Context: an optimization exercise on an open-source flow, tuned for small area, a short achievable clock period and few clock cycles per item. The choices shown serve that exercise and are no tape-out recipe. Where RTL was checked, it was by simulation tests only, not by an equivalence proof against the original. Function not checked in run 1: the RTL went through the layout flow alone.

==> flow/design.v (outline; a module is shown in full before it is edited, if it fits) <==
// module mul_schedule_rom: 36 lines
// module fe_mul51_core: 12486 lines
// module bctl: 50 lines
// module hold_mux: 3 lines
// module rbit: 3 lines
// module tsel: 4 lines
// module pg_node: 4 lines
// module csa_fa: 4 lines
// module csa_ha: 4 lines
module fe_mul51_core (
    input  wire         clk,
    input  wire         rst_n,
    input  wire         start,
    input  wire [319:0] a,
    input  wire [319:0] b,
    output reg          ready,
    output wire [319:0] out
);
  // ...
==> flow/flow/run.sh <==
#!/bin/bash
# Own flow: the standard layout (standard.sh: same synthesis, same SDC and
# clock period, same steps), with three optimisation settings changed:
#  - repair_timing keeps a setup slack margin of 15 ns, so that it optimises
#    towards a shorter period than the constraint;
#  - the port buffers that the flow inserts on every input and output are
#    sky130_fd_sc_hd__buf_2 instead of the delay cell buffer_ports picks by default;
#  - MATCH_CELL_FOOTPRINT=0 lets the resizer change a cell's size freely.
# Tool output goes to standard.log here and to ORFS's logs under orfs/logs.
set -euo pipefail
export SETUP_SLACK_MARGIN=15
export BUFFER_PORTS_ARGS="-buffer_cell sky130_fd_sc_hd__buf_2"
bash standard.sh MATCH_CELL_FOOTPRINT=0 finish > standard.log 2>&1
==> flow/standard.sh <==
#!/bin/bash
# synth_recipe.tcl (not shown) runs the flow's synth.tcl, then flattens the netlist and writes it again
# the make line also repeats each setting of config.mk as NAME=value (left out here)
make -C /OpenROAD-flow-scripts/flow DESIGN_CONFIG=/design/flow/config.mk WORK_HOME=/design/flow/orfs CLKGATE_MAP_FILE= SYNTH_SCRIPT=/design/flow/synth_recipe.tcl "${@:-finish}"
==> flow/config.mk <==
export PLATFORM = sky130hd
export DESIGN_NAME = fe_mul51_core
export DESIGN_NICKNAME = fe_mul51_core
export VERILOG_FILES = /design/flow/design.v
export SDC_FILE = /design/flow/constraint.sdc
export NUM_CORES = 8
export LEC_CHECK = 0
export CAP_MARGIN = 20
export CORE_MARGIN = 2
export CORE_UTILIZATION = 40
export SLEW_MARGIN = 20
export SYNTH_HIERARCHICAL = 1
export SYNTH_MINIMUM_KEEP_SIZE = 0
==> flow/constraint.sdc <==
create_clock -name core_clock -period 21.0 [get_ports {clk}]
set_input_delay 4.2000 -clock core_clock [delete_from_list [all_inputs] [get_ports {clk}]]
set_output_delay 4.2000 -clock core_clock [all_outputs]
set_load 0.01 [all_outputs]
==> impl_metrics.toml, run 1 <==
[grt]
grt_overflow_total = 0
grtUsageMet1_pct = 42.9
total_track_usage_pct = 35.5
use_met2_pct = 49.6
grt_pass1_wl_mm = 1550

[critical_path]
critical_path.endpoint = "Q[252]$_DFF_P_"
critical_path_peak_fanout = 8
setup.worst_path.class = "reg -> reg"

[clocking]
post_cts_buffers = 24
postCtsHoldBufs = 0
ctsRootBufferMaster = "sky130_fd_sc_hd__clkbuf_16"
clk_pin_slew_worst_paths_ns = 0.06

[die]
fp.dieArea_mm2 = 0.613
tap-cell-count = 8064

[layout]
layout.filler_cells = 57000
post_layout_nonfiller_instances = 29200
register_share_of_the_cell_area_pct = 11.7
largest_class = "multi-input gates"
nonClockInverterCount = 294
layout_top_registers = "S: 287 flops, C: 286 flops"
final_nets = 27100

[place]
placed_cells_incl_taps = 28700

[yosys]
syn-mean-instance-area_um2 = 11.2

[routing]
post_drt_wl_per_cell_um = 38.4
wl_met1_mm = 397
detail_route.drc_violations = 0
dr_total_vias = 192000
avgViaCountPerCell = 6.59

[sta]
finalWorstSetupSlack_ns = 14.64
finalSetupViolations = 0
slew_viol_final = 0
period_minus_slack_ns = 6.36
timing.hold.ws_ns = 0.474
final.setup.tns_ns = 0

[worst_hold_path]
type_of_the_worst_min_delay_path = "reg -> reg"

[run_status]
status = "timing/DRC/antenna clean"
==> run 2, diff against run 1 <==
--- a/flow/design.v
+++ b/flow/design.v
@@ -12254,3 +12254,3 @@
   wire by = lyxg10457 ? ky1[0] : ky0[0];
-  wire [7:0] ysel, tsel;
+  wire [15:0] ysel, tsel;
   tsel u_tsel0 (.ty(ty), .tx(tx), .g(uqg11747), .p(uqp11748), .y(ysel[0]), .t(tsel[0]));
@@ -12263,2 +12263,10 @@
   tsel u_tsel7 (.ty(ty), .tx(tx), .g(uqg11747), .p(uqp11748), .y(ysel[7]), .t(tsel[7]));
+  tsel u_tsel8 (.ty(ty), .tx(tx), .g(uqg11747), .p(uqp11748), .y(ysel[8]), .t(tsel[8]));
+  tsel u_tsel9 (.ty(ty), .tx(tx), .g(uqg11747), .p(uqp11748), .y(ysel[9]), .t(tsel[9]));
+  tsel u_tsel10 (.ty(ty), .tx(tx), .g(uqg11747), .p(uqp11748), .y(ysel[10]), .t(tsel[10]));
+  tsel u_tsel11 (.ty(ty), .tx(tx), .g(uqg11747), .p(uqp11748), .y(ysel[11]), .t(tsel[11]));
+  tsel u_tsel12 (.ty(ty), .tx(tx), .g(uqg11747), .p(uqp11748), .y(ysel[12]), .t(tsel[12]));
+  tsel u_tsel13 (.ty(ty), .tx(tx), .g(uqg11747), .p(uqp11748), .y(ysel[13]), .t(tsel[13]));
+  tsel u_tsel14 (.ty(ty), .tx(tx), .g(uqg11747), .p(uqp11748), .y(ysel[14]), .t(tsel[14]));
+  tsel u_tsel15 (.ty(ty), .tx(tx), .g(uqg11747), .p(uqp11748), .y(ysel[15]), .t(tsel[15]));
   wire [254:0] res;
@@ -12280,241 +12288,241 @@
   assign res[15] = ysel[0] ? lys[15] : lxs[15];
-  assign res[16] = ysel[0] ? lys[16] : lxs[16];
-  assign res[17] = ysel[0] ? lys[17] : lxs[17];
-  assign res[18] = ysel[0] ? lys[18] : lxs[18];
-  assign res[19] = ysel[0] ? lys[19] : lxs[19];
-  assign res[20] = ysel[0] ? lys[20] : lxs[20];
-  assign res[21] = ysel[0] ? lys[21] : lxs[21];
-  assign res[22] = ysel[0] ? lys[22] : lxs[22];
-  assign res[23] = ysel[0] ? lys[23] : lxs[23];
-  assign res[24] = ysel[0] ? lys[24] : lxs[24];
-  assign res[25] = ysel[0] ? lys[25] : lxs[25];
-  assign res[26] = ysel[0] ? lys[26] : lxs[26];
-  assign res[27] = ysel[0] ? lys[27] : lxs[27];
-  assign res[28] = ysel[0] ? lys[28] : lxs[28];
-  assign res[29] = ysel[0] ? lys[29] : lxs[29];
-  assign res[30] = ysel[0] ? lys[30] : lxs[30];
-  assign res[31] = ysel[0] ? lys[31] : lxs[31];
-  assign res[32] = ysel[1] ? lys[32] : lxs[32];
-  assign res[33] = ysel[1] ? lys[33] : lxs[33];
-  assign res[34] = ysel[1] ? lys[34] : lxs[34];
-  assign res[35] = ysel[1] ? lys[35] : lxs[35];
-  assign res[36] = ysel[1] ? lys[36] : lxs[36];
-  assign res[37] = ysel[1] ? lys[37] : lxs[37];
-  assign res[38] = ysel[1] ? lys[38] : lxs[38];
-  assign res[39] = ysel[1] ? lys[39] : lxs[39];
-  assign res[40] = ysel[1] ? lys[40] : lxs[40];
-  assign res[41] = cp[41] ^ (ysel[1] ? by : bx);
-  assign res[42] = up[0] ^ tsel[1];
-  rbit u_rbit1 (.u(up[1]), .g(ug[0]), .p(up[0]), .t(tsel[1]), .r(res[43]));
-  rbit u_rbit2 (.u(up[2]), .g(uqg10463), .p(uqp10464), .t(tsel[1]), .r(res[44]));
-  rbit u_rbit3 (.u(up[3]), .g(uqg10675), .p(uqp10676), .t(tsel[1]), .r(res[45]));
-  rbit u_rbit4 (.u(up[4]), .g(uqg10677), .p(uqp10678), .t(tsel[1]), .r(res[46]));
-  rbit u_rbit5 (.u(up[5]), .g(uqg10887), .p(uqp10888), .t(tsel[1]), .r(res[47]));
-  rbit u_rbit6 (.u(up[6]), .g(uqg10889), .p(uqp10890), .t(tsel[1]), .r(res[48]));
-  rbit u_rbit7 (.u(up[7]), .g(uqg10891), .p(uqp10892), .t(tsel[1]), .r(res[49]));
-  rbit u_rbit8 (.u(up[8]), .g(uqg10893), .p(uqp10894), .t(tsel[1]), .r(res[50]));
-  rbit u_rbit9 (.u(up[9]), .g(uqg11097), .p(uqp11098), .t(tsel[1]), .r(res[51]));
-  rbit u_rbit10 (.u(up[10]), .g(uqg11099), .p(uqp11100), .t(tsel[1]), .r(res[52]));
-  rbit u_rbit11 (.u(up[11]), .g(uqg11101), .p(uqp11102), .t(tsel[1]), .r(res[53]));
-  rbit u_rbit12 (.u(up[12]), .g(uqg11103), .p(uqp11104), .t(tsel[1]), .r(res[54]));
-  rbit u_rbit13 (.u(up[13]), .g(uqg11105), .p(uqp11106), .t(tsel[1]), .r(res[55]));
-  rbit u_rbit14 (.u(up[14]), .g(uqg11107), .p(uqp11108), .t(tsel[1]), .r(res[56]));
-  rbit u_rbit15 (.u(up[15]), .g(uqg11109), .p(uqp11110), .t(tsel[1]), .r(res[57]));
-  rbit u_rbit16 (.u(up[16]), .g(uqg11111), .p(uqp11112), .t(tsel[1]), .r(res[58]));
-  rbit u_rbit17 (.u(up[17]), .g(uqg11355), .p(uqp11356), .t(tsel[1]), .r(res[59]));
-  rbit u_rbit18 (.u(up[18]), .g(uqg11357), .p(uqp11358), .t(tsel[1]), .r(res[60]));
-  rbit u_rbit19 (.u(up[19]), .g(uqg11359), .p(uqp11360), .t(tsel[1]), .r(res[61]));
-  rbit u_rbit20 (.u(up[20]), .g(uqg11361), .p(uqp11362), .t(tsel[1]), .r(res[62]));
-  rbit u_rbit21 (.u(up[21]), .g(uqg11363), .p(uqp11364), .t(tsel[1]), .r(res[63]));
-  rbit u_rbit22 (.u(up[22]), .g(uqg11365), .p(uqp11366), .t(tsel[2]), .r(res[64]));
-  rbit u_rbit23 (.u(up[23]), .g(uqg11367), .p(uqp11368), .t(tsel[2]), .r(res[65]));
-  rbit u_rbit24 (.u(up[24]), .g(uqg11369), .p(uqp11370), .t(tsel[2]), .r(res[66]));
-  rbit u_rbit25 (.u(up[25]), .g(uqg11371), .p(uqp11372), .t(tsel[2]), .r(res[67]));
-  rbit u_rbit26 (.u(up[26]), .g(uqg11373), .p(uqp11374), .t(tsel[2]), .r(res[68]));
-  rbit u_rbit27 (.u(up[27]), .g(uqg11375), .p(uqp11376), .t(tsel[2]), .r(res[69]));
-  rbit u_rbit28 (.u(up[28]), .g(uqg11377), .p(uqp11378), .t(tsel[2]), .r(res[70]));
-  rbit u_rbit29 (.u(up[29]), .g(uqg11379), .p(uqp11380), .t(tsel[2]), .r(res[71]));
-  rbit u_rbit30 (.u(up[30]), .g(uqg11381), .p(uqp11382), .t(tsel[2]), .r(res[72]));
-  rbit u_rbit31 (.u(up[31]), .g(uqg11383), .p(uqp11384), .t(tsel[2]), .r(res[73]));
-  rbit u_rbit32 (.u(up[32]), .g(uqg11385), .p(uqp11386), .t(tsel[2]), .r(res[74]));
-  rbit u_rbit33 (.u(up[33]), .g(uqg11387), .p(uqp11388), .t(tsel[2]), .r(res[75]));
-  rbit u_rbit34 (.u(up[34]), .g(uqg11389), .p(uqp11390), .t(tsel[2]), .r(res[76]));
-  rbit u_rbit35 (.u(up[35]), .g(uqg11391), .p(uqp11392), .t(tsel[2]), .r(res[77]));
-  rbit u_rbit36 (.u(up[36]), .g(uqg11393), .p(uqp11394), .t(tsel[2]), .r(res[78]));
-  rbit u_rbit37 (.u(up[37]), .g(uqg11395), .p(uqp11396), .t(tsel[2]), .r(res[79]));
-  rbit u_rbit38 (.u(up[38]), .g(uqg11397), .p(uqp11398), .t(tsel[2]), .r(res[80]));
-  rbit u_rbit39 (.u(up[39]), .g(uqg11399), .p(uqp11400), .t(tsel[2]), .r(res[81]));
-  rbit u_rbit40 (.u(up[40]), .g(uqg11401), .p(uqp11402), .t(tsel[2]), .r(res[82]));
-  rbit u_rbit41 (.u(up[41]), .g(uqg11403), .p(uqp11404), .t(tsel[2]), .r(res[83]));
-  rbit u_rbit42 (.u(up[42]), .g(uqg11405), .p(uqp11406), .t(tsel[2]), .r(res[84]));
-  rbit u_rbit43 (.u(up[43]), .g(uqg11407), .p(uqp11408), .t(tsel[2]), .r(res[85]));
-  rbit u_rbit44 (.u(up[44]), .g(uqg11409), .p(uqp11410), .t(tsel[2]), .r(res[86]));
-  rbit u_rbit45 (.u(up[45]), .g(uqg11411), .p(uqp11412), .t(tsel[2]), .r(res[87]));
-  rbit u_rbit46 (.u(up[46]), .g(uqg11413), .p(uqp11414), .t(tsel[2]), .r(res[88]));
-  rbit u_rbit47 (.u(up[47]), .g(uqg11415), .p(uqp11416), .t(tsel[2]), .r(res[89]));
-  rbit u_rbit48 (.u(up[48]), .g(uqg11417), .p(uqp11418), .t(tsel[2]), .r(res[90]));
-  rbit u_rbit49 (.u(up[49]), .g(uqg11419), .p(uqp11420), .t(tsel[2]), .r(res[91]));
-  rbit u_rbit50 (.u(up[50]), .g(uqg11421), .p(uqp11422), .t(tsel[2]), .r(res[92]));
-  rbit u_rbit51 (.u(up[51]), .g(uqg11423), .p(uqp11424), .t(tsel[2]), .r(res[93]));
-  rbit u_rbit52 (.u(up[52]), .g(uqg11425), .p(uqp11426), .t(tsel[2]), .r(res[94]));
-  rbit u_rbit53 (.u(up[53]), .g(uqg11427), .p(uqp11428), .t(tsel[2]), .r(res[95]));
-  rbit u_rbit54 (.u(up[54]), .g(uqg11429), .p(uqp11430), .t(tsel[3]), .r(res[96]));
-  rbit u_rbit55 (.u(up[55]), .g(uqg11431), .p(uqp11432), .t(tsel[3]), .r(res[97]));
-  rbit u_rbit56 (.u(up[56]), .g(uqg11433), .p(uqp11434), .t(tsel[3]), .r(res[98]));
-  rbit u_rbit57 (.u(up[57]), .g(uqg11435), .p(uqp11436), .t(tsel[3]), .r(res[99]));
-  rbit u_rbit58 (.u(up[58]), .g(uqg11437), .p(uqp11438), .t(tsel[3]), .r(res[100]));
-  rbit u_rbit59 (.u(up[59]), .g(uqg11439), .p(uqp11440), .t(tsel[3]), .r(res[101]));
-  rbit u_rbit60 (.u(up[60]), .g(uqg11441), .p(uqp11442), .t(tsel[3]), .r(res[102]));
-  rbit u_rbit61 (.u(up[61]), .g(uqg11443), .p(uqp11444), .t(tsel[3]), .r(res[103]));
-  rbit u_rbit62 (.u(up[62]), .g(uqg11445), .p(uqp11446), .t(tsel[3]), .r(res[104]));
-  rbit u_rbit63 (.u(up[63]), .g(uqg11447), .p(uqp11448), .t(tsel[3]), .r(res[105]));
-  rbit u_rbit64 (.u(up[64]), .g(uqg11449), .p(uqp11450), .t(tsel[3]), .r(res[106]));
-  rbit u_rbit65 (.u(up[65]), .g(uqg11451), .p(uqp11452), .t(tsel[3]), .r(res[107]));
-  rbit u_rbit66 (.u(up[66]), .g(uqg11453), .p(uqp11454), .t(tsel[3]), .r(res[108]));
-  rbit u_rbit67 (.u(up[67]), .g(uqg11455), .p(uqp11456), .t(tsel[3]), .r(res[109]));
-  rbit u_rbit68 (.u(up[68]), .g(uqg11457), .p(uqp11458), .t(tsel[3]), .r(res[110]));
-  rbit u_rbit69 (.u(up[69]), .g(uqg11459), .p(uqp11460), .t(tsel[3]), .r(res[111]));
-  rbit u_rbit70 (.u(up[70]), .g(uqg11461), .p(uqp11462), .t(tsel[3]), .r(res[112]));
-  rbit u_rbit71 (.u(up[71]), .g(uqg11463), .p(uqp11464), .t(tsel[3]), .r(res[113]));
-  rbit u_rbit72 (.u(up[72]), .g(uqg11465), .p(uqp11466), .t(tsel[3]), .r(res[114]));
-  rbit u_rbit73 (.u(up[73]), .g(uqg11467), .p(uqp11468), .t(tsel[3]), .r(res[115]));
-  rbit u_rbit74 (.u(up[74]), .g(uqg11469), .p(uqp11470), .t(tsel[3]), .r(res[116]));
-  rbit u_rbit75 (.u(up[75]), .g(uqg11471), .p(uqp11472), .t(tsel[3]), .r(res[117]));
-  rbit u_rbit76 (.u(up[76]), .g(uqg11473), .p(uqp11474), .t(tsel[3]), .r(res[118]));
-  rbit u_rbit77 (.u(up[77]), .g(uqg11475), .p(uqp11476), .t(tsel[3]), .r(res[119]));
-  rbit u_rbit78 (.u(up[78]), .g(uqg11477), .p(uqp11478), .t(tsel[3]), .r(res[120]));
-  rbit u_rbit79 (.u(up[79]), .g(uqg11479), .p(uqp11480), .t(tsel[3]), .r(res[121]));
-  rbit u_rbit80 (.u(up[80]), .g(uqg11481), .p(uqp11482), .t(tsel[3]), .r(res[122]));
-  rbit u_rbit81 (.u(up[81]), .g(uqg11483), .p(uqp11484), .t(tsel[3]), .r(res[123]));
-  rbit u_rbit82 (.u(up[82]), .g(uqg11485), .p(uqp11486), .t(tsel[3]), .r(res[124]));
-  rbit u_rbit83 (.u(up[83]), .g(uqg11487), .p(uqp11488), .t(tsel[3]), .r(res[125]));
-  rbit u_rbit84 (.u(up[84]), .g(uqg11489), .p(uqp11490), .t(tsel[3]), .r(res[126]));
-  rbit u_rbit85 (.u(up[85]), .g(uqg11491), .p(uqp11492), .t(tsel[3]), .r(res[127]));
-  rbit u_rbit86 (.u(up[86]), .g(uqg11493), .p(uqp11494), .t(tsel[4]), .r(res[128]));
-  rbit u_rbit87 (.u(up[87]), .g(uqg11495), .p(uqp11496), .t(tsel[4]), .r(res[129]));
-  rbit u_rbit88 (.u(up[88]), .g(uqg11497), .p(uqp11498), .t(tsel[4]), .r(res[130]));
-  rbit u_rbit89 (.u(up[89]), .g(uqg11499), .p(uqp11500), .t(tsel[4]), .r(res[131]));
-  rbit u_rbit90 (.u(up[90]), .g(uqg11501), .p(uqp11502), .t(tsel[4]), .r(res[132]));
-  rbit u_rbit91 (.u(up[91]), .g(uqg11503), .p(uqp11504), .t(tsel[4]), .r(res[133]));
-  rbit u_rbit92 (.u(up[92]), .g(uqg11505), .p(uqp11506), .t(tsel[4]), .r(res[134]));
-  rbit u_rbit93 (.u(up[93]), .g(uqg11507), .p(uqp11508), .t(tsel[4]), .r(res[135]));
-  rbit u_rbit94 (.u(up[94]), .g(uqg11509), .p(uqp11510), .t(tsel[4]), .r(res[136]));
-  rbit u_rbit95 (.u(up[95]), .g(uqg11511), .p(uqp11512), .t(tsel[4]), .r(res[137]));
-  rbit u_rbit96 (.u(up[96]), .g(uqg11513), .p(uqp11514), .t(tsel[4]), .r(res[138]));
-  rbit u_rbit97 (.u(up[97]), .g(uqg11515), .p(uqp11516), .t(tsel[4]), .r(res[139]));
-  rbit u_rbit98 (.u(up[98]), .g(uqg11517), .p(uqp11518), .t(tsel[4]), .r(res[140]));
-  rbit u_rbit99 (.u(up[99]), .g(uqg11519), .p(uqp11520), .t(tsel[4]), .r(res[141]));
-  rbit u_rbit100 (.u(up[100]), .g(uqg11521), .p(uqp11522), .t(tsel[4]), .r(res[142]));
-  rbit u_rbit101 (.u(up[101]), .g(uqg11523), .p(uqp11524), .t(tsel[4]), .r(res[143]));
-  rbit u_rbit102 (.u(up[102]), .g(uqg11525), .p(uqp11526), .t(tsel[4]), .r(res[144]));
-  rbit u_rbit103 (.u(up[103]), .g(uqg11527), .p(uqp11528), .t(tsel[4]), .r(res[145]));
-  rbit u_rbit104 (.u(up[104]), .g(uqg11529), .p(uqp11530), .t(tsel[4]), .r(res[146]));
-  rbit u_rbit105 (.u(up[105]), .g(uqg11531), .p(uqp11532), .t(tsel[4]), .r(res[147]));
-  rbit u_rbit106 (.u(up[106]), .g(uqg11533), .p(uqp11534), .t(tsel[4]), .r(res[148]));
-  rbit u_rbit107 (.u(up[107]), .g(uqg11535), .p(uqp11536), .t(tsel[4]), .r(res[149]));
-  rbit u_rbit108 (.u(up[108]), .g(uqg11537), .p(uqp11538), .t(tsel[4]), .r(res[150]));
-  rbit u_rbit109 (.u(up[109]), .g(uqg11539), .p(uqp11540), .t(tsel[4]), .r(res[151]));
-  rbit u_rbit110 (.u(up[110]), .g(uqg11541), .p(uqp11542), .t(tsel[4]), .r(res[152]));
-  rbit u_rbit111 (.u(up[111]), .g(uqg11543), .p(uqp11544), .t(tsel[4]), .r(res[153]));
-  rbit u_rbit112 (.u(up[112]), .g(uqg11545), .p(uqp11546), .t(tsel[4]), .r(res[154]));
-  rbit u_rbit113 (.u(up[113]), .g(uqg11547), .p(uqp11548), .t(tsel[4]), .r(res[155]));
-  rbit u_rbit114 (.u(up[114]), .g(uqg11549), .p(uqp11550), .t(tsel[4]), .r(res[156]));
-  rbit u_rbit115 (.u(up[115]), .g(uqg11551), .p(uqp11552), .t(tsel[4]), .r(res[157]));
-  rbit u_rbit116 (.u(up[116]), .g(uqg11553), .p(uqp11554), .t(tsel[4]), .r(res[158]));
-  rbit u_rbit117 (.u(up[117]), .g(uqg11555), .p(uqp11556), .t(tsel[4]), .r(res[159]));
-  rbit u_rbit118 (.u(up[118]), .g(uqg11557), .p(uqp11558), .t(tsel[5]), .r(res[160]));
-  rbit u_rbit119 (.u(up[119]), .g(uqg11559), .p(uqp11560), .t(tsel[5]), .r(res[161]));
-  rbit u_rbit120 (.u(up[120]), .g(uqg11561), .p(uqp11562), .t(tsel[5]), .r(res[162]));
-  rbit u_rbit121 (.u(up[121]), .g(uqg11563), .p(uqp11564), .t(tsel[5]), .r(res[163]));
-  rbit u_rbit122 (.u(up[122]), .g(uqg11565), .p(uqp11566), .t(tsel[5]), .r(res[164]));
-  rbit u_rbit123 (.u(up[123]), .g(uqg11567), .p(uqp11568), .t(tsel[5]), .r(res[165]));
-  rbit u_rbit124 (.u(up[124]), .g(uqg11569), .p(uqp11570), .t(tsel[5]), .r(res[166]));
-  rbit u_rbit125 (.u(up[125]), .g(uqg11571), .p(uqp11572), .t(tsel[5]), .r(res[167]));
-  rbit u_rbit126 (.u(up[126]), .g(uqg11573), .p(uqp11574), .t(tsel[5]), .r(res[168]));
-  rbit u_rbit127 (.u(up[127]), .g(uqg11575), .p(uqp11576), .t(tsel[5]), .r(res[169]));
-  rbit u_rbit128 (.u(up[128]), .g(uqg11577), .p(uqp11578), .t(tsel[5]), .r(res[170]));
-  rbit u_rbit129 (.u(up[129]), .g(uqg11579), .p(uqp11580), .t(tsel[5]), .r(res[171]));
-  rbit u_rbit130 (.u(up[130]), .g(uqg11581), .p(uqp11582), .t(tsel[5]), .r(res[172]));
-  rbit u_rbit131 (.u(up[131]), .g(uqg11583), .p(uqp11584), .t(tsel[5]), .r(res[173]));
-  rbit u_rbit132 (.u(up[132]), .g(uqg11585), .p(uqp11586), .t(tsel[5]), .r(res[174]));
-  rbit u_rbit133 (.u(up[133]), .g(uqg11587), .p(uqp11588), .t(tsel[5]), .r(res[175]));
-  rbit u_rbit134 (.u(up[134]), .g(uqg11589), .p(uqp11590), .t(tsel[5]), .r(res[176]));
-  rbit u_rbit135 (.u(up[135]), .g(uqg11591), .p(uqp11592), .t(tsel[5]), .r(res[177]));
-  rbit u_rbit136 (.u(up[136]), .g(uqg11593), .p(uqp11594), .t(tsel[5]), .r(res[178]));
-  rbit u_rbit137 (.u(up[137]), .g(uqg11595), .p(uqp11596), .t(tsel[5]), .r(res[179]));
-  rbit u_rbit138 (.u(up[138]), .g(uqg11597), .p(uqp11598), .t(tsel[5]), .r(res[180]));
-  rbit u_rbit139 (.u(up[139]), .g(uqg11599), .p(uqp11600), .t(tsel[5]), .r(res[181]));
-  rbit u_rbit140 (.u(up[140]), .g(uqg11601), .p(uqp11602), .t(tsel[5]), .r(res[182]));
-  rbit u_rbit141 (.u(up[141]), .g(uqg11603), .p(uqp11604), .t(tsel[5]), .r(res[183]));
-  rbit u_rbit142 (.u(up[142]), .g(uqg11605), .p(uqp11606), .t(tsel[5]), .r(res[184]));
-  rbit u_rbit143 (.u(up[143]), .g(uqg11607), .p(uqp11608), .t(tsel[5]), .r(res[185]));
-  rbit u_rbit144 (.u(up[144]), .g(uqg11609), .p(uqp11610), .t(tsel[5]), .r(res[186]));
-  rbit u_rbit145 (.u(up[145]), .g(uqg11611), .p(uqp11612), .t(tsel[5]), .r(res[187]));
-  rbit u_rbit146 (.u(up[146]), .g(uqg11613), .p(uqp11614), .t(tsel[5]), .r(res[188]));
-  rbit u_rbit147 (.u(up[147]), .g(uqg11615), .p(uqp11616), .t(tsel[5]), .r(res[189]));
-  rbit u_rbit148 (.u(up[148]), .g(uqg11617), .p(uqp11618), .t(tsel[5]), .r(res[190]));
-  rbit u_rbit149 (.u(up[149]), .g(uqg11619), .p(uqp11620), .t(tsel[5]), .r(res[191]));
-  rbit u_rbit150 (.u(up[150]), .g(uqg11621), .p(uqp11622), .t(tsel[6]), .r(res[192]));
-  rbit u_rbit151 (.u(up[151]), .g(uqg11623), .p(uqp11624), .t(tsel[6]), .r(res[193]));
-  rbit u_rbit152 (.u(up[152]), .g(uqg11625), .p(uqp11626), .t(tsel[6]), .r(res[194]));
-  rbit u_rbit153 (.u(up[153]), .g(uqg11627), .p(uqp11628), .t(tsel[6]), .r(res[195]));
-  rbit u_rbit154 (.u(up[154]), .g(uqg11629), .p(uqp11630), .t(tsel[6]), .r(res[196]));
-  rbit u_rbit155 (.u(up[155]), .g(uqg11631), .p(uqp11632), .t(tsel[6]), .r(res[197]));
-  rbit u_rbit156 (.u(up[156]), .g(uqg11633), .p(uqp11634), .t(tsel[6]), .r(res[198]));
-  rbit u_rbit157 (.u(up[157]), .g(uqg11635), .p(uqp11636), .t(tsel[6]), .r(res[199]));
-  rbit u_rbit158 (.u(up[158]), .g(uqg11637), .p(uqp11638), .t(tsel[6]), .r(res[200]));
-  rbit u_rbit159 (.u(up[159]), .g(uqg11639), .p(uqp11640), .t(tsel[6]), .r(res[201]));
-  rbit u_rbit160 (.u(up[160]), .g(uqg11641), .p(uqp11642), .t(tsel[6]), .r(res[202]));
-  rbit u_rbit161 (.u(up[161]), .g(uqg11643), .p(uqp11644), .t(tsel[6]), .r(res[203]));
-  rbit u_rbit162 (.u(up[162]), .g(uqg11645), .p(uqp11646), .t(tsel[6]), .r(res[204]));
-  rbit u_rbit163 (.u(up[163]), .g(uqg11647), .p(uqp11648), .t(tsel[6]), .r(res[205]));
-  rbit u_rbit164 (.u(up[164]), .g(uqg11649), .p(uqp11650), .t(tsel[6]), .r(res[206]));
-  rbit u_rbit165 (.u(up[165]), .g(uqg11651), .p(uqp11652), .t(tsel[6]), .r(res[207]));
-  rbit u_rbit166 (.u(up[166]), .g(uqg11653), .p(uqp11654), .t(tsel[6]), .r(res[208]));
-  rbit u_rbit167 (.u(up[167]), .g(uqg11655), .p(uqp11656), .t(tsel[6]), .r(res[209]));
-  rbit u_rbit168 (.u(up[168]), .g(uqg11657), .p(uqp11658), .t(tsel[6]), .r(res[210]));
-  rbit u_rbit169 (.u(up[169]), .g(uqg11659), .p(uqp11660), .t(tsel[6]), .r(res[211]));
-  rbit u_rbit170 (.u(up[170]), .g(uqg11661), .p(uqp11662), .t(tsel[6]), .r(res[212]));
-  rbit u_rbit171 (.u(up[171]), .g(uqg11663), .p(uqp11664), .t(tsel[6]), .r(res[213]));
-  rbit u_rbit172 (.u(up[172]), .g(uqg11665), .p(uqp11666), .t(tsel[6]), .r(res[214]));
-  rbit u_rbit173 (.u(up[173]), .g(uqg11667), .p(uqp11668), .t(tsel[6]), .r(res[215]));
-  rbit u_rbit174 (.u(up[174]), .g(uqg11669), .p(uqp11670), .t(tsel[6]), .r(res[216]));
-  rbit u_rbit175 (.u(up[175]), .g(uqg11671), .p(uqp11672), .t(tsel[6]), .r(res[217]));
-  rbit u_rbit176 (.u(up[176]), .g(uqg11673), .p(uqp11674), .t(tsel[6]), .r(res[218]));
-  rbit u_rbit177 (.u(up[177]), .g(uqg11675), .p(uqp11676), .t(tsel[6]), .r(res[219]));
-  rbit u_rbit178 (.u(up[178]), .g(uqg11677), .p(uqp11678), .t(tsel[6]), .r(res[220]));
-  rbit u_rbit179 (.u(up[179]), .g(uqg11679), .p(uqp11680), .t(tsel[6]), .r(res[221]));
-  rbit u_rbit180 (.u(up[180]), .g(uqg11681), .p(uqp11682), .t(tsel[6]), .r(res[222]));
-  rbit u_rbit181 (.u(up[181]), .g(uqg11683), .p(uqp11684), .t(tsel[6]), .r(res[223]));
-  rbit u_rbit182 (.u(up[182]), .g(uqg11685), .p(uqp11686), .t(tsel[7]), .r(res[224]));
-  rbit u_rbit183 (.u(up[183]), .g(uqg11687), .p(uqp11688), .t(tsel[7]), .r(res[225]));
-  rbit u_rbit184 (.u(up[184]), .g(uqg11689), .p(uqp11690), .t(tsel[7]), .r(res[226]));
-  rbit u_rbit185 (.u(up[185]), .g(uqg11691), .p(uqp11692), .t(tsel[7]), .r(res[227]));
-  rbit u_rbit186 (.u(up[186]), .g(uqg11693), .p(uqp11694), .t(tsel[7]), .r(res[228]));
-  rbit u_rbit187 (.u(up[187]), .g(uqg11695), .p(uqp11696), .t(tsel[7]), .r(res[229]));
-  rbit u_rbit188 (.u(up[188]), .g(uqg11697), .p(uqp11698), .t(tsel[7]), .r(res[230]));
-  rbit u_rbit189 (.u(up[189]), .g(uqg11699), .p(uqp11700), .t(tsel[7]), .r(res[231]));
-  rbit u_rbit190 (.u(up[190]), .g(uqg11701), .p(uqp11702), .t(tsel[7]), .r(res[232]));
-  rbit u_rbit191 (.u(up[191]), .g(uqg11703), .p(uqp11704), .t(tsel[7]), .r(res[233]));
-  rbit u_rbit192 (.u(up[192]), .g(uqg11705), .p(uqp11706), .t(tsel[7]), .r(res[234]));
-  rbit u_rbit193 (.u(up[193]), .g(uqg11707), .p(uqp11708), .t(tsel[7]), .r(res[235]));
-  rbit u_rbit194 (.u(up[194]), .g(uqg11709), .p(uqp11710), .t(tsel[7]), .r(res[236]));
-  rbit u_rbit195 (.u(up[195]), .g(uqg11711), .p(uqp11712), .t(tsel[7]), .r(res[237]));
-  rbit u_rbit196 (.u(up[196]), .g(uqg11713), .p(uqp11714), .t(tsel[7]), .r(res[238]));
-  rbit u_rbit197 (.u(up[197]), .g(uqg11715), .p(uqp11716), .t(tsel[7]), .r(res[239]));
-  rbit u_rbit198 (.u(up[198]), .g(uqg11717), .p(uqp11718), .t(tsel[7]), .r(res[240]));
-  rbit u_rbit199 (.u(up[199]), .g(uqg11719), .p(uqp11720), .t(tsel[7]), .r(res[241]));
-  rbit u_rbit200 (.u(up[200]), .g(uqg11721), .p(uqp11722), .t(tsel[7]), .r(res[242]));
-  rbit u_rbit201 (.u(up[201]), .g(uqg11723), .p(uqp11724), .t(tsel[7]), .r(res[243]));
-  rbit u_rbit202 (.u(up[202]), .g(uqg11725), .p(uqp11726), .t(tsel[7]), .r(res[244]));
-  rbit u_rbit203 (.u(up[203]), .g(uqg11727), .p(uqp11728), .t(tsel[7]), .r(res[245]));
-  rbit u_rbit204 (.u(up[204]), .g(uqg11729), .p(uqp11730), .t(tsel[7]), .r(res[246]));
-  rbit u_rbit205 (.u(up[205]), .g(uqg11731), .p(uqp11732), .t(tsel[7]), .r(res[247]));
-  rbit u_rbit206 (.u(up[206]), .g(uqg11733), .p(uqp11734), .t(tsel[7]), .r(res[248]));
-  rbit u_rbit207 (.u(up[207]), .g(uqg11735), .p(uqp11736), .t(tsel[7]), .r(res[249]));
-  rbit u_rbit208 (.u(up[208]), .g(uqg11737), .p(uqp11738), .t(tsel[7]), .r(res[250]));
-  rbit u_rbit209 (.u(up[209]), .g(uqg11739), .p(uqp11740), .t(tsel[7]), .r(res[251]));
-  rbit u_rbit210 (.u(up[210]), .g(uqg11741), .p(uqp11742), .t(tsel[7]), .r(res[252]));
-  rbit u_rbit211 (.u(up[211]), .g(uqg11743), .p(uqp11744), .t(tsel[7]), .r(res[253]));
-  rbit u_rbit212 (.u(up[212]), .g(uqg11745), .p(uqp11746), .t(tsel[7]), .r(res[254]));
+  assign res[16] = ysel[1] ? lys[16] : lxs[16];
+  assign res[17] = ysel[1] ? lys[17] : lxs[17];
+  assign res[18] = ysel[1] ? lys[18] : lxs[18];
+  assign res[19] = ysel[1] ? lys[19] : lxs[19];
+  assign res[20] = ysel[1] ? lys[20] : lxs[20];
+  assign res[21] = ysel[1] ? lys[21] : lxs[21];
+  assign res[22] = ysel[1] ? lys[22] : lxs[22];
+  assign res[23] = ysel[1] ? lys[23] : lxs[23];
+  assign res[24] = ysel[1] ? lys[24] : lxs[24];
+  assign res[25] = ysel[1] ? lys[25] : lxs[25];
+  assign res[26] = ysel[1] ? lys[26] : lxs[26];
+  assign res[27] = ysel[1] ? lys[27] : lxs[27];
+  assign res[28] = ysel[1] ? lys[28] : lxs[28];
+  assign res[29] = ysel[1] ? lys[29] : lxs[29];
+  assign res[30] = ysel[1] ? lys[30] : lxs[30];
+  assign res[31] = ysel[1] ? lys[31] : lxs[31];
+  assign res[32] = ysel[2] ? lys[32] : lxs[32];
+  assign res[33] = ysel[2] ? lys[33] : lxs[33];
+  assign res[34] = ysel[2] ? lys[34] : lxs[34];
+  assign res[35] = ysel[2] ? lys[35] : lxs[35];
+  assign res[36] = ysel[2] ? lys[36] : lxs[36];
+  assign res[37] = ysel[2] ? lys[37] : lxs[37];
+  assign res[38] = ysel[2] ? lys[38] : lxs[38];
+  assign res[39] = ysel[2] ? lys[39] : lxs[39];
+  assign res[40] = ysel[2] ? lys[40] : lxs[40];
+  assign res[41] = cp[41] ^ (ysel[2] ? by : bx);
+  assign res[42] = up[0] ^ tsel[2];
+  rbit u_rbit1 (.u(up[1]), .g(ug[0]), .p(up[0]), .t(tsel[2]), .r(res[43]));
+  rbit u_rbit2 (.u(up[2]), .g(uqg10463), .p(uqp10464), .t(tsel[2]), .r(res[44]));
+  rbit u_rbit3 (.u(up[3]), .g(uqg10675), .p(uqp10676), .t(tsel[2]), .r(res[45]));
+  rbit u_rbit4 (.u(up[4]), .g(uqg10677), .p(uqp10678), .t(tsel[2]), .r(res[46]));
+  rbit u_rbit5 (.u(up[5]), .g(uqg10887), .p(uqp10888), .t(tsel[2]), .r(res[47]));
+  rbit u_rbit6 (.u(up[6]), .g(uqg10889), .p(uqp10890), .t(tsel[3]), .r(res[48]));
+  rbit u_rbit7 (.u(up[7]), .g(uqg10891), .p(uqp10892), .t(tsel[3]), .r(res[49]));
+  rbit u_rbit8 (.u(up[8]), .g(uqg10893), .p(uqp10894), .t(tsel[3]), .r(res[50]));
+  rbit u_rbit9 (.u(up[9]), .g(uqg11097), .p(uqp11098), .t(tsel[3]), .r(res[51]));
+  rbit u_rbit10 (.u(up[10]), .g(uqg11099), .p(uqp11100), .t(tsel[3]), .r(res[52]));
+  rbit u_rbit11 (.u(up[11]), .g(uqg11101), .p(uqp11102), .t(tsel[3]), .r(res[53]));
+  rbit u_rbit12 (.u(up[12]), .g(uqg11103), .p(uqp11104), .t(tsel[3]), .r(res[54]));
+  rbit u_rbit13 (.u(up[13]), .g(uqg11105), .p(uqp11106), .t(tsel[3]), .r(res[55]));
+  rbit u_rbit14 (.u(up[14]), .g(uqg11107), .p(uqp11108), .t(tsel[3]), .r(res[56]));
+  rbit u_rbit15 (.u(up[15]), .g(uqg11109), .p(uqp11110), .t(tsel[3]), .r(res[57]));
+  rbit u_rbit16 (.u(up[16]), .g(uqg11111), .p(uqp11112), .t(tsel[3]), .r(res[58]));
+  rbit u_rbit17 (.u(up[17]), .g(uqg11355), .p(uqp11356), .t(tsel[3]), .r(res[59]));
+  rbit u_rbit18 (.u(up[18]), .g(uqg11357), .p(uqp11358), .t(tsel[3]), .r(res[60]));
+  rbit u_rbit19 (.u(up[19]), .g(uqg11359), .p(uqp11360), .t(tsel[3]), .r(res[61]));
+  rbit u_rbit20 (.u(up[20]), .g(uqg11361), .p(uqp11362), .t(tsel[3]), .r(res[62]));
+  rbit u_rbit21 (.u(up[21]), .g(uqg11363), .p(uqp11364), .t(tsel[3]), .r(res[63]));
+  rbit u_rbit22 (.u(up[22]), .g(uqg11365), .p(uqp11366), .t(tsel[4]), .r(res[64]));
+  rbit u_rbit23 (.u(up[23]), .g(uqg11367), .p(uqp11368), .t(tsel[4]), .r(res[65]));
+  rbit u_rbit24 (.u(up[24]), .g(uqg11369), .p(uqp11370), .t(tsel[4]), .r(res[66]));
+  rbit u_rbit25 (.u(up[25]), .g(uqg11371), .p(uqp11372), .t(tsel[4]), .r(res[67]));
+  rbit u_rbit26 (.u(up[26]), .g(uqg11373), .p(uqp11374), .t(tsel[4]), .r(res[68]));
+  rbit u_rbit27 (.u(up[27]), .g(uqg11375), .p(uqp11376), .t(tsel[4]), .r(res[69]));
+  rbit u_rbit28 (.u(up[28]), .g(uqg11377), .p(uqp11378), .t(tsel[4]), .r(res[70]));
+  rbit u_rbit29 (.u(up[29]), .g(uqg11379), .p(uqp11380), .t(tsel[4]), .r(res[71]));
+  rbit u_rbit30 (.u(up[30]), .g(uqg11381), .p(uqp11382), .t(tsel[4]), .r(res[72]));
+  rbit u_rbit31 (.u(up[31]), .g(uqg11383), .p(uqp11384), .t(tsel[4]), .r(res[73]));
+  rbit u_rbit32 (.u(up[32]), .g(uqg11385), .p(uqp11386), .t(tsel[4]), .r(res[74]));
+  rbit u_rbit33 (.u(up[33]), .g(uqg11387), .p(uqp11388), .t(tsel[4]), .r(res[75]));
+  rbit u_rbit34 (.u(up[34]), .g(uqg11389), .p(uqp11390), .t(tsel[4]), .r(res[76]));
+  rbit u_rbit35 (.u(up[35]), .g(uqg11391), .p(uqp11392), .t(tsel[4]), .r(res[77]));
+  rbit u_rbit36 (.u(up[36]), .g(uqg11393), .p(uqp11394), .t(tsel[4]), .r(res[78]));
+  rbit u_rbit37 (.u(up[37]), .g(uqg11395), .p(uqp11396), .t(tsel[4]), .r(res[79]));
+  rbit u_rbit38 (.u(up[38]), .g(uqg11397), .p(uqp11398), .t(tsel[5]), .r(res[80]));
+  rbit u_rbit39 (.u(up[39]), .g(uqg11399), .p(uqp11400), .t(tsel[5]), .r(res[81]));
+  rbit u_rbit40 (.u(up[40]), .g(uqg11401), .p(uqp11402), .t(tsel[5]), .r(res[82]));
+  rbit u_rbit41 (.u(up[41]), .g(uqg11403), .p(uqp11404), .t(tsel[5]), .r(res[83]));
+  rbit u_rbit42 (.u(up[42]), .g(uqg11405), .p(uqp11406), .t(tsel[5]), .r(res[84]));
+  rbit u_rbit43 (.u(up[43]), .g(uqg11407), .p(uqp11408), .t(tsel[5]), .r(res[85]));
+  rbit u_rbit44 (.u(up[44]), .g(uqg11409), .p(uqp11410), .t(tsel[5]), .r(res[86]));
+  rbit u_rbit45 (.u(up[45]), .g(uqg11411), .p(uqp11412), .t(tsel[5]), .r(res[87]));
+  rbit u_rbit46 (.u(up[46]), .g(uqg11413), .p(uqp11414), .t(tsel[5]), .r(res[88]));
+  rbit u_rbit47 (.u(up[47]), .g(uqg11415), .p(uqp11416), .t(tsel[5]), .r(res[89]));
+  rbit u_rbit48 (.u(up[48]), .g(uqg11417), .p(uqp11418), .t(tsel[5]), .r(res[90]));
+  rbit u_rbit49 (.u(up[49]), .g(uqg11419), .p(uqp11420), .t(tsel[5]), .r(res[91]));
+  rbit u_rbit50 (.u(up[50]), .g(uqg11421), .p(uqp11422), .t(tsel[5]), .r(res[92]));
+  rbit u_rbit51 (.u(up[51]), .g(uqg11423), .p(uqp11424), .t(tsel[5]), .r(res[93]));
+  rbit u_rbit52 (.u(up[52]), .g(uqg11425), .p(uqp11426), .t(tsel[5]), .r(res[94]));
+  rbit u_rbit53 (.u(up[53]), .g(uqg11427), .p(uqp11428), .t(tsel[5]), .r(res[95]));
+  rbit u_rbit54 (.u(up[54]), .g(uqg11429), .p(uqp11430), .t(tsel[6]), .r(res[96]));
+  rbit u_rbit55 (.u(up[55]), .g(uqg11431), .p(uqp11432), .t(tsel[6]), .r(res[97]));
+  rbit u_rbit56 (.u(up[56]), .g(uqg11433), .p(uqp11434), .t(tsel[6]), .r(res[98]));
+  rbit u_rbit57 (.u(up[57]), .g(uqg11435), .p(uqp11436), .t(tsel[6]), .r(res[99]));
+  rbit u_rbit58 (.u(up[58]), .g(uqg11437), .p(uqp11438), .t(tsel[6]), .r(res[100]));
+  rbit u_rbit59 (.u(up[59]), .g(uqg11439), .p(uqp11440), .t(tsel[6]), .r(res[101]));
+  rbit u_rbit60 (.u(up[60]), .g(uqg11441), .p(uqp11442), .t(tsel[6]), .r(res[102]));
+  rbit u_rbit61 (.u(up[61]), .g(uqg11443), .p(uqp11444), .t(tsel[6]), .r(res[103]));
+  rbit u_rbit62 (.u(up[62]), .g(uqg11445), .p(uqp11446), .t(tsel[6]), .r(res[104]));
+  rbit u_rbit63 (.u(up[63]), .g(uqg11447), .p(uqp11448), .t(tsel[6]), .r(res[105]));
+  rbit u_rbit64 (.u(up[64]), .g(uqg11449), .p(uqp11450), .t(tsel[6]), .r(res[106]));
+  rbit u_rbit65 (.u(up[65]), .g(uqg11451), .p(uqp11452), .t(tsel[6]), .r(res[107]));
+  rbit u_rbit66 (.u(up[66]), .g(uqg11453), .p(uqp11454), .t(tsel[6]), .r(res[108]));
+  rbit u_rbit67 (.u(up[67]), .g(uqg11455), .p(uqp11456), .t(tsel[6]), .r(res[109]));
+  rbit u_rbit68 (.u(up[68]), .g(uqg11457), .p(uqp11458), .t(tsel[6]), .r(res[110]));
+  rbit u_rbit69 (.u(up[69]), .g(uqg11459), .p(uqp11460), .t(tsel[6]), .r(res[111]));
+  rbit u_rbit70 (.u(up[70]), .g(uqg11461), .p(uqp11462), .t(tsel[7]), .r(res[112]));
+  rbit u_rbit71 (.u(up[71]), .g(uqg11463), .p(uqp11464), .t(tsel[7]), .r(res[113]));
+  rbit u_rbit72 (.u(up[72]), .g(uqg11465), .p(uqp11466), .t(tsel[7]), .r(res[114]));
+  rbit u_rbit73 (.u(up[73]), .g(uqg11467), .p(uqp11468), .t(tsel[7]), .r(res[115]));
+  rbit u_rbit74 (.u(up[74]), .g(uqg11469), .p(uqp11470), .t(tsel[7]), .r(res[116]));
+  rbit u_rbit75 (.u(up[75]), .g(uqg11471), .p(uqp11472), .t(tsel[7]), .r(res[117]));
+  rbit u_rbit76 (.u(up[76]), .g(uqg11473), .p(uqp11474), .t(tsel[7]), .r(res[118]));
+  rbit u_rbit77 (.u(up[77]), .g(uqg11475), .p(uqp11476), .t(tsel[7]), .r(res[119]));
+  rbit u_rbit78 (.u(up[78]), .g(uqg11477), .p(uqp11478), .t(tsel[7]), .r(res[120]));
+  rbit u_rbit79 (.u(up[79]), .g(uqg11479), .p(uqp11480), .t(tsel[7]), .r(res[121]));
+  rbit u_rbit80 (.u(up[80]), .g(uqg11481), .p(uqp11482), .t(tsel[7]), .r(res[122]));
+  rbit u_rbit81 (.u(up[81]), .g(uqg11483), .p(uqp11484), .t(tsel[7]), .r(res[123]));
+  rbit u_rbit82 (.u(up[82]), .g(uqg11485), .p(uqp11486), .t(tsel[7]), .r(res[124]));
+  rbit u_rbit83 (.u(up[83]), .g(uqg11487), .p(uqp11488), .t(tsel[7]), .r(res[125]));
+  rbit u_rbit84 (.u(up[84]), .g(uqg11489), .p(uqp11490), .t(tsel[7]), .r(res[126]));
+  rbit u_rbit85 (.u(up[85]), .g(uqg11491), .p(uqp11492), .t(tsel[7]), .r(res[127]));
+  rbit u_rbit86 (.u(up[86]), .g(uqg11493), .p(uqp11494), .t(tsel[8]), .r(res[128]));
+  rbit u_rbit87 (.u(up[87]), .g(uqg11495), .p(uqp11496), .t(tsel[8]), .r(res[129]));
+  rbit u_rbit88 (.u(up[88]), .g(uqg11497), .p(uqp11498), .t(tsel[8]), .r(res[130]));
+  rbit u_rbit89 (.u(up[89]), .g(uqg11499), .p(uqp11500), .t(tsel[8]), .r(res[131]));
+  rbit u_rbit90 (.u(up[90]), .g(uqg11501), .p(uqp11502), .t(tsel[8]), .r(res[132]));
+  rbit u_rbit91 (.u(up[91]), .g(uqg11503), .p(uqp11504), .t(tsel[8]), .r(res[133]));
+  rbit u_rbit92 (.u(up[92]), .g(uqg11505), .p(uqp11506), .t(tsel[8]), .r(res[134]));
+  rbit u_rbit93 (.u(up[93]), .g(uqg11507), .p(uqp11508), .t(tsel[8]), .r(res[135]));
+  rbit u_rbit94 (.u(up[94]), .g(uqg11509), .p(uqp11510), .t(tsel[8]), .r(res[136]));
+  rbit u_rbit95 (.u(up[95]), .g(uqg11511), .p(uqp11512), .t(tsel[8]), .r(res[137]));
+  rbit u_rbit96 (.u(up[96]), .g(uqg11513), .p(uqp11514), .t(tsel[8]), .r(res[138]));
+  rbit u_rbit97 (.u(up[97]), .g(uqg11515), .p(uqp11516), .t(tsel[8]), .r(res[139]));
+  rbit u_rbit98 (.u(up[98]), .g(uqg11517), .p(uqp11518), .t(tsel[8]), .r(res[140]));
+  rbit u_rbit99 (.u(up[99]), .g(uqg11519), .p(uqp11520), .t(tsel[8]), .r(res[141]));
+  rbit u_rbit100 (.u(up[100]), .g(uqg11521), .p(uqp11522), .t(tsel[8]), .r(res[142]));
+  rbit u_rbit101 (.u(up[101]), .g(uqg11523), .p(uqp11524), .t(tsel[8]), .r(res[143]));
+  rbit u_rbit102 (.u(up[102]), .g(uqg11525), .p(uqp11526), .t(tsel[9]), .r(res[144]));
+  rbit u_rbit103 (.u(up[103]), .g(uqg11527), .p(uqp11528), .t(tsel[9]), .r(res[145]));
+  rbit u_rbit104 (.u(up[104]), .g(uqg11529), .p(uqp11530), .t(tsel[9]), .r(res[146]));
+  rbit u_rbit105 (.u(up[105]), .g(uqg11531), .p(uqp11532), .t(tsel[9]), .r(res[147]));
+  rbit u_rbit106 (.u(up[106]), .g(uqg11533), .p(uqp11534), .t(tsel[9]), .r(res[148]));
+  rbit u_rbit107 (.u(up[107]), .g(uqg11535), .p(uqp11536), .t(tsel[9]), .r(res[149]));
+  rbit u_rbit108 (.u(up[108]), .g(uqg11537), .p(uqp11538), .t(tsel[9]), .r(res[150]));
+  rbit u_rbit109 (.u(up[109]), .g(uqg11539), .p(uqp11540), .t(tsel[9]), .r(res[151]));
+  rbit u_rbit110 (.u(up[110]), .g(uqg11541), .p(uqp11542), .t(tsel[9]), .r(res[152]));
+  rbit u_rbit111 (.u(up[111]), .g(uqg11543), .p(uqp11544), .t(tsel[9]), .r(res[153]));
+  rbit u_rbit112 (.u(up[112]), .g(uqg11545), .p(uqp11546), .t(tsel[9]), .r(res[154]));
+  rbit u_rbit113 (.u(up[113]), .g(uqg11547), .p(uqp11548), .t(tsel[9]), .r(res[155]));
+  rbit u_rbit114 (.u(up[114]), .g(uqg11549), .p(uqp11550), .t(tsel[9]), .r(res[156]));
+  rbit u_rbit115 (.u(up[115]), .g(uqg11551), .p(uqp11552), .t(tsel[9]), .r(res[157]));
+  rbit u_rbit116 (.u(up[116]), .g(uqg11553), .p(uqp11554), .t(tsel[9]), .r(res[158]));
+  rbit u_rbit117 (.u(up[117]), .g(uqg11555), .p(uqp11556), .t(tsel[9]), .r(res[159]));
+  rbit u_rbit118 (.u(up[118]), .g(uqg11557), .p(uqp11558), .t(tsel[10]), .r(res[160]));
+  rbit u_rbit119 (.u(up[119]), .g(uqg11559), .p(uqp11560), .t(tsel[10]), .r(res[161]));
+  rbit u_rbit120 (.u(up[120]), .g(uqg11561), .p(uqp11562), .t(tsel[10]), .r(res[162]));
+  rbit u_rbit121 (.u(up[121]), .g(uqg11563), .p(uqp11564), .t(tsel[10]), .r(res[163]));
+  rbit u_rbit122 (.u(up[122]), .g(uqg11565), .p(uqp11566), .t(tsel[10]), .r(res[164]));
+  rbit u_rbit123 (.u(up[123]), .g(uqg11567), .p(uqp11568), .t(tsel[10]), .r(res[165]));
+  rbit u_rbit124 (.u(up[124]), .g(uqg11569), .p(uqp11570), .t(tsel[10]), .r(res[166]));
+  rbit u_rbit125 (.u(up[125]), .g(uqg11571), .p(uqp11572), .t(tsel[10]), .r(res[167]));
+  rbit u_rbit126 (.u(up[126]), .g(uqg11573), .p(uqp11574), .t(tsel[10]), .r(res[168]));
+  rbit u_rbit127 (.u(up[127]), .g(uqg11575), .p(uqp11576), .t(tsel[10]), .r(res[169]));
+  rbit u_rbit128 (.u(up[128]), .g(uqg11577), .p(uqp11578), .t(tsel[10]), .r(res[170]));
+  rbit u_rbit129 (.u(up[129]), .g(uqg11579), .p(uqp11580), .t(tsel[10]), .r(res[171]));
+  rbit u_rbit130 (.u(up[130]), .g(uqg11581), .p(uqp11582), .t(tsel[10]), .r(res[172]));
+  rbit u_rbit131 (.u(up[131]), .g(uqg11583), .p(uqp11584), .t(tsel[10]), .r(res[173]));
+  rbit u_rbit132 (.u(up[132]), .g(uqg11585), .p(uqp11586), .t(tsel[10]), .r(res[174]));
+  rbit u_rbit133 (.u(up[133]), .g(uqg11587), .p(uqp11588), .t(tsel[10]), .r(res[175]));
+  rbit u_rbit134 (.u(up[134]), .g(uqg11589), .p(uqp11590), .t(tsel[11]), .r(res[176]));
+  rbit u_rbit135 (.u(up[135]), .g(uqg11591), .p(uqp11592), .t(tsel[11]), .r(res[177]));
+  rbit u_rbit136 (.u(up[136]), .g(uqg11593), .p(uqp11594), .t(tsel[11]), .r(res[178]));
+  rbit u_rbit137 (.u(up[137]), .g(uqg11595), .p(uqp11596), .t(tsel[11]), .r(res[179]));
+  rbit u_rbit138 (.u(up[138]), .g(uqg11597), .p(uqp11598), .t(tsel[11]), .r(res[180]));
+  rbit u_rbit139 (.u(up[139]), .g(uqg11599), .p(uqp11600), .t(tsel[11]), .r(res[181]));
+  rbit u_rbit140 (.u(up[140]), .g(uqg11601), .p(uqp11602), .t(tsel[11]), .r(res[182]));
+  rbit u_rbit141 (.u(up[141]), .g(uqg11603), .p(uqp11604), .t(tsel[11]), .r(res[183]));
+  rbit u_rbit142 (.u(up[142]), .g(uqg11605), .p(uqp11606), .t(tsel[11]), .r(res[184]));
+  rbit u_rbit143 (.u(up[143]), .g(uqg11607), .p(uqp11608), .t(tsel[11]), .r(res[185]));
+  rbit u_rbit144 (.u(up[144]), .g(uqg11609), .p(uqp11610), .t(tsel[11]), .r(res[186]));
+  rbit u_rbit145 (.u(up[145]), .g(uqg11611), .p(uqp11612), .t(tsel[11]), .r(res[187]));
+  rbit u_rbit146 (.u(up[146]), .g(uqg11613), .p(uqp11614), .t(tsel[11]), .r(res[188]));
+  rbit u_rbit147 (.u(up[147]), .g(uqg11615), .p(uqp11616), .t(tsel[11]), .r(res[189]));
+  rbit u_rbit148 (.u(up[148]), .g(uqg11617), .p(uqp11618), .t(tsel[11]), .r(res[190]));
+  rbit u_rbit149 (.u(up[149]), .g(uqg11619), .p(uqp11620), .t(tsel[11]), .r(res[191]));
+  rbit u_rbit150 (.u(up[150]), .g(uqg11621), .p(uqp11622), .t(tsel[12]), .r(res[192]));
+  rbit u_rbit151 (.u(up[151]), .g(uqg11623), .p(uqp11624), .t(tsel[12]), .r(res[193]));
+  rbit u_rbit152 (.u(up[152]), .g(uqg11625), .p(uqp11626), .t(tsel[12]), .r(res[194]));
+  rbit u_rbit153 (.u(up[153]), .g(uqg11627), .p(uqp11628), .t(tsel[12]), .r(res[195]));
+  rbit u_rbit154 (.u(up[154]), .g(uqg11629), .p(uqp11630), .t(tsel[12]), .r(res[196]));
+  rbit u_rbit155 (.u(up[155]), .g(uqg11631), .p(uqp11632), .t(tsel[12]), .r(res[197]));
+  rbit u_rbit156 (.u(up[156]), .g(uqg11633), .p(uqp11634), .t(tsel[12]), .r(res[198]));
+  rbit u_rbit157 (.u(up[157]), .g(uqg11635), .p(uqp11636), .t(tsel[12]), .r(res[199]));
+  rbit u_rbit158 (.u(up[158]), .g(uqg11637), .p(uqp11638), .t(tsel[12]), .r(res[200]));
+  rbit u_rbit159 (.u(up[159]), .g(uqg11639), .p(uqp11640), .t(tsel[12]), .r(res[201]));
+  rbit u_rbit160 (.u(up[160]), .g(uqg11641), .p(uqp11642), .t(tsel[12]), .r(res[202]));
+  rbit u_rbit161 (.u(up[161]), .g(uqg11643), .p(uqp11644), .t(tsel[12]), .r(res[203]));
+  rbit u_rbit162 (.u(up[162]), .g(uqg11645), .p(uqp11646), .t(tsel[12]), .r(res[204]));
+  rbit u_rbit163 (.u(up[163]), .g(uqg11647), .p(uqp11648), .t(tsel[12]), .r(res[205]));
+  rbit u_rbit164 (.u(up[164]), .g(uqg11649), .p(uqp11650), .t(tsel[12]), .r(res[206]));
+  rbit u_rbit165 (.u(up[165]), .g(uqg11651), .p(uqp11652), .t(tsel[12]), .r(res[207]));
+  rbit u_rbit166 (.u(up[166]), .g(uqg11653), .p(uqp11654), .t(tsel[13]), .r(res[208]));
+  rbit u_rbit167 (.u(up[167]), .g(uqg11655), .p(uqp11656), .t(tsel[13]), .r(res[209]));
+  rbit u_rbit168 (.u(up[168]), .g(uqg11657), .p(uqp11658), .t(tsel[13]), .r(res[210]));
+  rbit u_rbit169 (.u(up[169]), .g(uqg11659), .p(uqp11660), .t(tsel[13]), .r(res[211]));
+  rbit u_rbit170 (.u(up[170]), .g(uqg11661), .p(uqp11662), .t(tsel[13]), .r(res[212]));
+  rbit u_rbit171 (.u(up[171]), .g(uqg11663), .p(uqp11664), .t(tsel[13]), .r(res[213]));
+  rbit u_rbit172 (.u(up[172]), .g(uqg11665), .p(uqp11666), .t(tsel[13]), .r(res[214]));
+  rbit u_rbit173 (.u(up[173]), .g(uqg11667), .p(uqp11668), .t(tsel[13]), .r(res[215]));
+  rbit u_rbit174 (.u(up[174]), .g(uqg11669), .p(uqp11670), .t(tsel[13]), .r(res[216]));
+  rbit u_rbit175 (.u(up[175]), .g(uqg11671), .p(uqp11672), .t(tsel[13]), .r(res[217]));
+  rbit u_rbit176 (.u(up[176]), .g(uqg11673), .p(uqp11674), .t(tsel[13]), .r(res[218]));
+  rbit u_rbit177 (.u(up[177]), .g(uqg11675), .p(uqp11676), .t(tsel[13]), .r(res[219]));
+  rbit u_rbit178 (.u(up[178]), .g(uqg11677), .p(uqp11678), .t(tsel[13]), .r(res[220]));
+  rbit u_rbit179 (.u(up[179]), .g(uqg11679), .p(uqp11680), .t(tsel[13]), .r(res[221]));
+  rbit u_rbit180 (.u(up[180]), .g(uqg11681), .p(uqp11682), .t(tsel[13]), .r(res[222]));
+  rbit u_rbit181 (.u(up[181]), .g(uqg11683), .p(uqp11684), .t(tsel[13]), .r(res[223]));
+  rbit u_rbit182 (.u(up[182]), .g(uqg11685), .p(uqp11686), .t(tsel[14]), .r(res[224]));
+  rbit u_rbit183 (.u(up[183]), .g(uqg11687), .p(uqp11688), .t(tsel[14]), .r(res[225]));
+  rbit u_rbit184 (.u(up[184]), .g(uqg11689), .p(uqp11690), .t(tsel[14]), .r(res[226]));
+  rbit u_rbit185 (.u(up[185]), .g(uqg11691), .p(uqp11692), .t(tsel[14]), .r(res[227]));
+  rbit u_rbit186 (.u(up[186]), .g(uqg11693), .p(uqp11694), .t(tsel[14]), .r(res[228]));
+  rbit u_rbit187 (.u(up[187]), .g(uqg11695), .p(uqp11696), .t(tsel[14]), .r(res[229]));
+  rbit u_rbit188 (.u(up[188]), .g(uqg11697), .p(uqp11698), .t(tsel[14]), .r(res[230]));
+  rbit u_rbit189 (.u(up[189]), .g(uqg11699), .p(uqp11700), .t(tsel[14]), .r(res[231]));
+  rbit u_rbit190 (.u(up[190]), .g(uqg11701), .p(uqp11702), .t(tsel[14]), .r(res[232]));
+  rbit u_rbit191 (.u(up[191]), .g(uqg11703), .p(uqp11704), .t(tsel[14]), .r(res[233]));
+  rbit u_rbit192 (.u(up[192]), .g(uqg11705), .p(uqp11706), .t(tsel[14]), .r(res[234]));
+  rbit u_rbit193 (.u(up[193]), .g(uqg11707), .p(uqp11708), .t(tsel[14]), .r(res[235]));
+  rbit u_rbit194 (.u(up[194]), .g(uqg11709), .p(uqp11710), .t(tsel[14]), .r(res[236]));
+  rbit u_rbit195 (.u(up[195]), .g(uqg11711), .p(uqp11712), .t(tsel[14]), .r(res[237]));
+  rbit u_rbit196 (.u(up[196]), .g(uqg11713), .p(uqp11714), .t(tsel[14]), .r(res[238]));
+  rbit u_rbit197 (.u(up[197]), .g(uqg11715), .p(uqp11716), .t(tsel[14]), .r(res[239]));
+  rbit u_rbit198 (.u(up[198]), .g(uqg11717), .p(uqp11718), .t(tsel[15]), .r(res[240]));
+  rbit u_rbit199 (.u(up[199]), .g(uqg11719), .p(uqp11720), .t(tsel[15]), .r(res[241]));
+  rbit u_rbit200 (.u(up[200]), .g(uqg11721), .p(uqp11722), .t(tsel[15]), .r(res[242]));
+  rbit u_rbit201 (.u(up[201]), .g(uqg11723), .p(uqp11724), .t(tsel[15]), .r(res[243]));
+  rbit u_rbit202 (.u(up[202]), .g(uqg11725), .p(uqp11726), .t(tsel[15]), .r(res[244]));
+  rbit u_rbit203 (.u(up[203]), .g(uqg11727), .p(uqp11728), .t(tsel[15]), .r(res[245]));
+  rbit u_rbit204 (.u(up[204]), .g(uqg11729), .p(uqp11730), .t(tsel[15]), .r(res[246]));
+  rbit u_rbit205 (.u(up[205]), .g(uqg11731), .p(uqp11732), .t(tsel[15]), .r(res[247]));
+  rbit u_rbit206 (.u(up[206]), .g(uqg11733), .p(uqp11734), .t(tsel[15]), .r(res[248]));
+  rbit u_rbit207 (.u(up[207]), .g(uqg11735), .p(uqp11736), .t(tsel[15]), .r(res[249]));
+  rbit u_rbit208 (.u(up[208]), .g(uqg11737), .p(uqp11738), .t(tsel[15]), .r(res[250]));
+  rbit u_rbit209 (.u(up[209]), .g(uqg11739), .p(uqp11740), .t(tsel[15]), .r(res[251]));
+  rbit u_rbit210 (.u(up[210]), .g(uqg11741), .p(uqp11742), .t(tsel[15]), .r(res[252]));
+  rbit u_rbit211 (.u(up[211]), .g(uqg11743), .p(uqp11744), .t(tsel[15]), .r(res[253]));
+  rbit u_rbit212 (.u(up[212]), .g(uqg11745), .p(uqp11746), .t(tsel[15]), .r(res[254]));
   wire [254:0] qnext;
--- a/flow/config.mk
+++ b/flow/config.mk
@@ -9,3 +9,4 @@
 export CORE_MARGIN = 2
-export CORE_UTILIZATION = 40
+export CORE_UTILIZATION = 55
+export PLACE_DENSITY = 0.65
 export SLEW_MARGIN = 20
==> run 2 against run 1 <==
Effect of this change:
- still clean
- global-route usage is 12 points higher
- critical path depth is 1 higher
- cell area is 1.6% lower
- first-iteration DRC count is 8.8% higher
- final cell count decreased by 7.7%
- hold slack improved by 0.0015 ns
- die area is 27% lower
- clock skew down 0.038 ns
- critical path type unchanged
==> impl_metrics.toml, run 2 <==
[run_status]
status = "timing/DRC/antenna clean"

[grt]
grt_overflow_total = 0
grt_antenna_before_repair = 115
grt_start_max_net_pins = 131
total_track_usage_pct = 47.3
grt_pass1_wl_mm = 1500

[clocking]
cts_sinks = 1482
cts_buf_count = 193
clock_tree.htree_level_count = 4
ctsRootBufferMaster = "sky130_fd_sc_hd__clkbuf_16"
clk_pin_slew_worst_paths_ns = 0.06
postCtsHoldBufs = 0

[sta]
finalWorstSetupSlack_ns = 14.92
slew_viol_final = 0
report.final.hold_viol_count = 0
period_minus_slack_ns = 6.08
timing_worst_slew_pin_value_ns = 1.33
finalSetupViolations = 0
layout_worst_path_cycle_share_pct = 29.0
timing.max_slew.rel_slack_pct = 11.2
timing.hold.ws_ns = 0.475
final.setup.tns_ns = 0

[routing]
totalWireLength_mm = 1080
drt_iter0_markers = 29600
post_drt_wl_per_cell_um = 40.0
dr_total_vias = 197000
detail_route.drc_violations = 0
avgViaCountPerCell = 7.30

[layout]
final_nets = 27100
layout.filler_cells = 36900
final_layout_size_suffix_gt1_share_pct = 14.8
layout_top_registers = "S: 287 flops, C: 286 flops"
regMostFlops = "S"
post_layout_nonfiller_instances = 27000
multi_input_area_mm2 = 0.202

[yosys]
syn-mean-instance-area_um2 = 11.2
netlist_area_mm2 = 0.243

[critical_path]
crit_arrival_ns = 6.95
critical_path_peak_fanout = 8
setup.worst_path.class = "reg -> reg"
worstSetupStartpointType = "flop"

[worst_hold_path]
type_of_the_worst_min_delay_path = "reg -> reg"

[flow_run]
maxCapViolCount = 0

[die]
fp.dieArea_mm2 = 0.447
core-area_mm2 = 0.439
die_h_um = 668

[place]
placed_cells_incl_taps = 26500
portBuffers = 768
## run 2: changes by cell type in the layout (fill, tap and decap cells not counted), sizes merged, moves of 3 or more
| cell | change |
|---|---|
| diode | -47 |
| clkbuf | -3 |
| o21ai | +13 |
| a21o | +5 |
| bufinv | -4 |
| inv | +9 |
| clkinv | -3 |
| buf | -20 |
| clkinvlp | -3 |
## run 2: stage by stage
| stage | cell area [um2] | util [%] |
|---|---|---|
| 3_5_place_dp | 246000 | 56.1 |
| 5_1_grt | 256000 | 58.4 |
| 3_3_place_gp | 246000 | 56.1 |
| 4_1_cts | 254000 | 58.0 |
| 6_report | 256000 | 58.4 |
| 2_1_floorplan | 243000 | - |
## run 2: routing by layer
layer / part of all wire, % / track usage [%] / vias up
met5: 0.12 / 1.26 / -
met2: 39 / 62.8 / 19900
met3: 17 / 25.9 / 6090
li1: - / - / 72200
met4: 11 / 39.8 / 116
met1: 33 / 55.1 / 98700
## run 2: layout make-up
| class | count | area share [%] |
|---|---|---|
| Multi-Input combinational cell | 17600 | 78.9 |
| Sequential cell | 1482 | 11.9 |
| Timing Repair Buffer | 1267 | 3.19 |
| Tap cell | 5880 | 2.87 |
| Clock buffer | 244 | 2.06 |
| Clock inverter | 111 | 0.507 |
| Inverter | 302 | 0.442 |
| Antenna cell | 93 | 0.0908 |
## run 2: worst paths after layout
check | startpoint | endpoint | slack, ns | depth (start not counted)
max | C[254]$_DFF_P_ | Q[179]$_DFF_P_ | 14.92 | 24
min in group asynchronous | rst_n | dsel[0]$_DFF_PN0_ | 3.38 | 1
min | Q[83]$_DFF_P_ | Q[83]$_DFF_P_ | 0.48 | 1
min reg2reg | Q[83]$_DFF_P_ | Q[83]$_DFF_P_ | 0.48 | 1
max reg2reg | C[254]$_DFF_P_ | Q[179]$_DFF_P_ | 14.92 | 24
max in group asynchronous | rst_n | first$_DFF_PN0_ | 16.86 | 1
## run 2: critical path: cells and delay by family (launching register included)
kind,cells,cell delay [ns]
XOR/XNOR,1,0.15
AO/OA/AOI/OAI,10,1.68
adder cells (fa/ha/maj),7,2.68
multiplexers,1,0.27
buffers and inverters,5,0.82
flip-flops,1,0.33
## run 2: repair_timing
item,4_1_cts,5_1_grt
gates resized for setup,275,205
cloned,6,8
endpoints found under the setup margin,335,321
pin swaps,26,75
buffers inserted,36,28
Testbench counts of run 2, summed over its fixed seeds: cycles 9,600, ops 960.

re-timing with driven ports:
Ports are ideal in the flow. The routed layouts listed here were re-timed in OpenROAD. Step 1 assumes that a clkbuf_16 drives the clock port and a buf_2 every other input. Step 2 times the ports against the registers' clock, not the clock port: input delays grow and output delays shrink by t, the midpoint of the rising clock arrivals with the driver on. a / b / c = ideal / step 1 / step 2; a / b = the first two.
run | t, ns | setup WS [ns] | worst hold slack (ns) | worst register clock-pin slew, ns | pins driven straight from the clock port
run 1 | 1.153 | 14.638 / 14.638 / 14.196 | 0.474 / 0.474 / 0.474 | 0.08 / 0.08 | 1
run 2 | 1.111 | 14.919 / 14.919 / 14.420 | 0.475 / 0.475 / 0.475 | 0.08 / 0.08 | 1
After both steps every run listed still meets setup and hold. For run 2, which loses most, drivers alone change the setup slack by 0.000 ns; drivers and shift together by -0.499 ns.
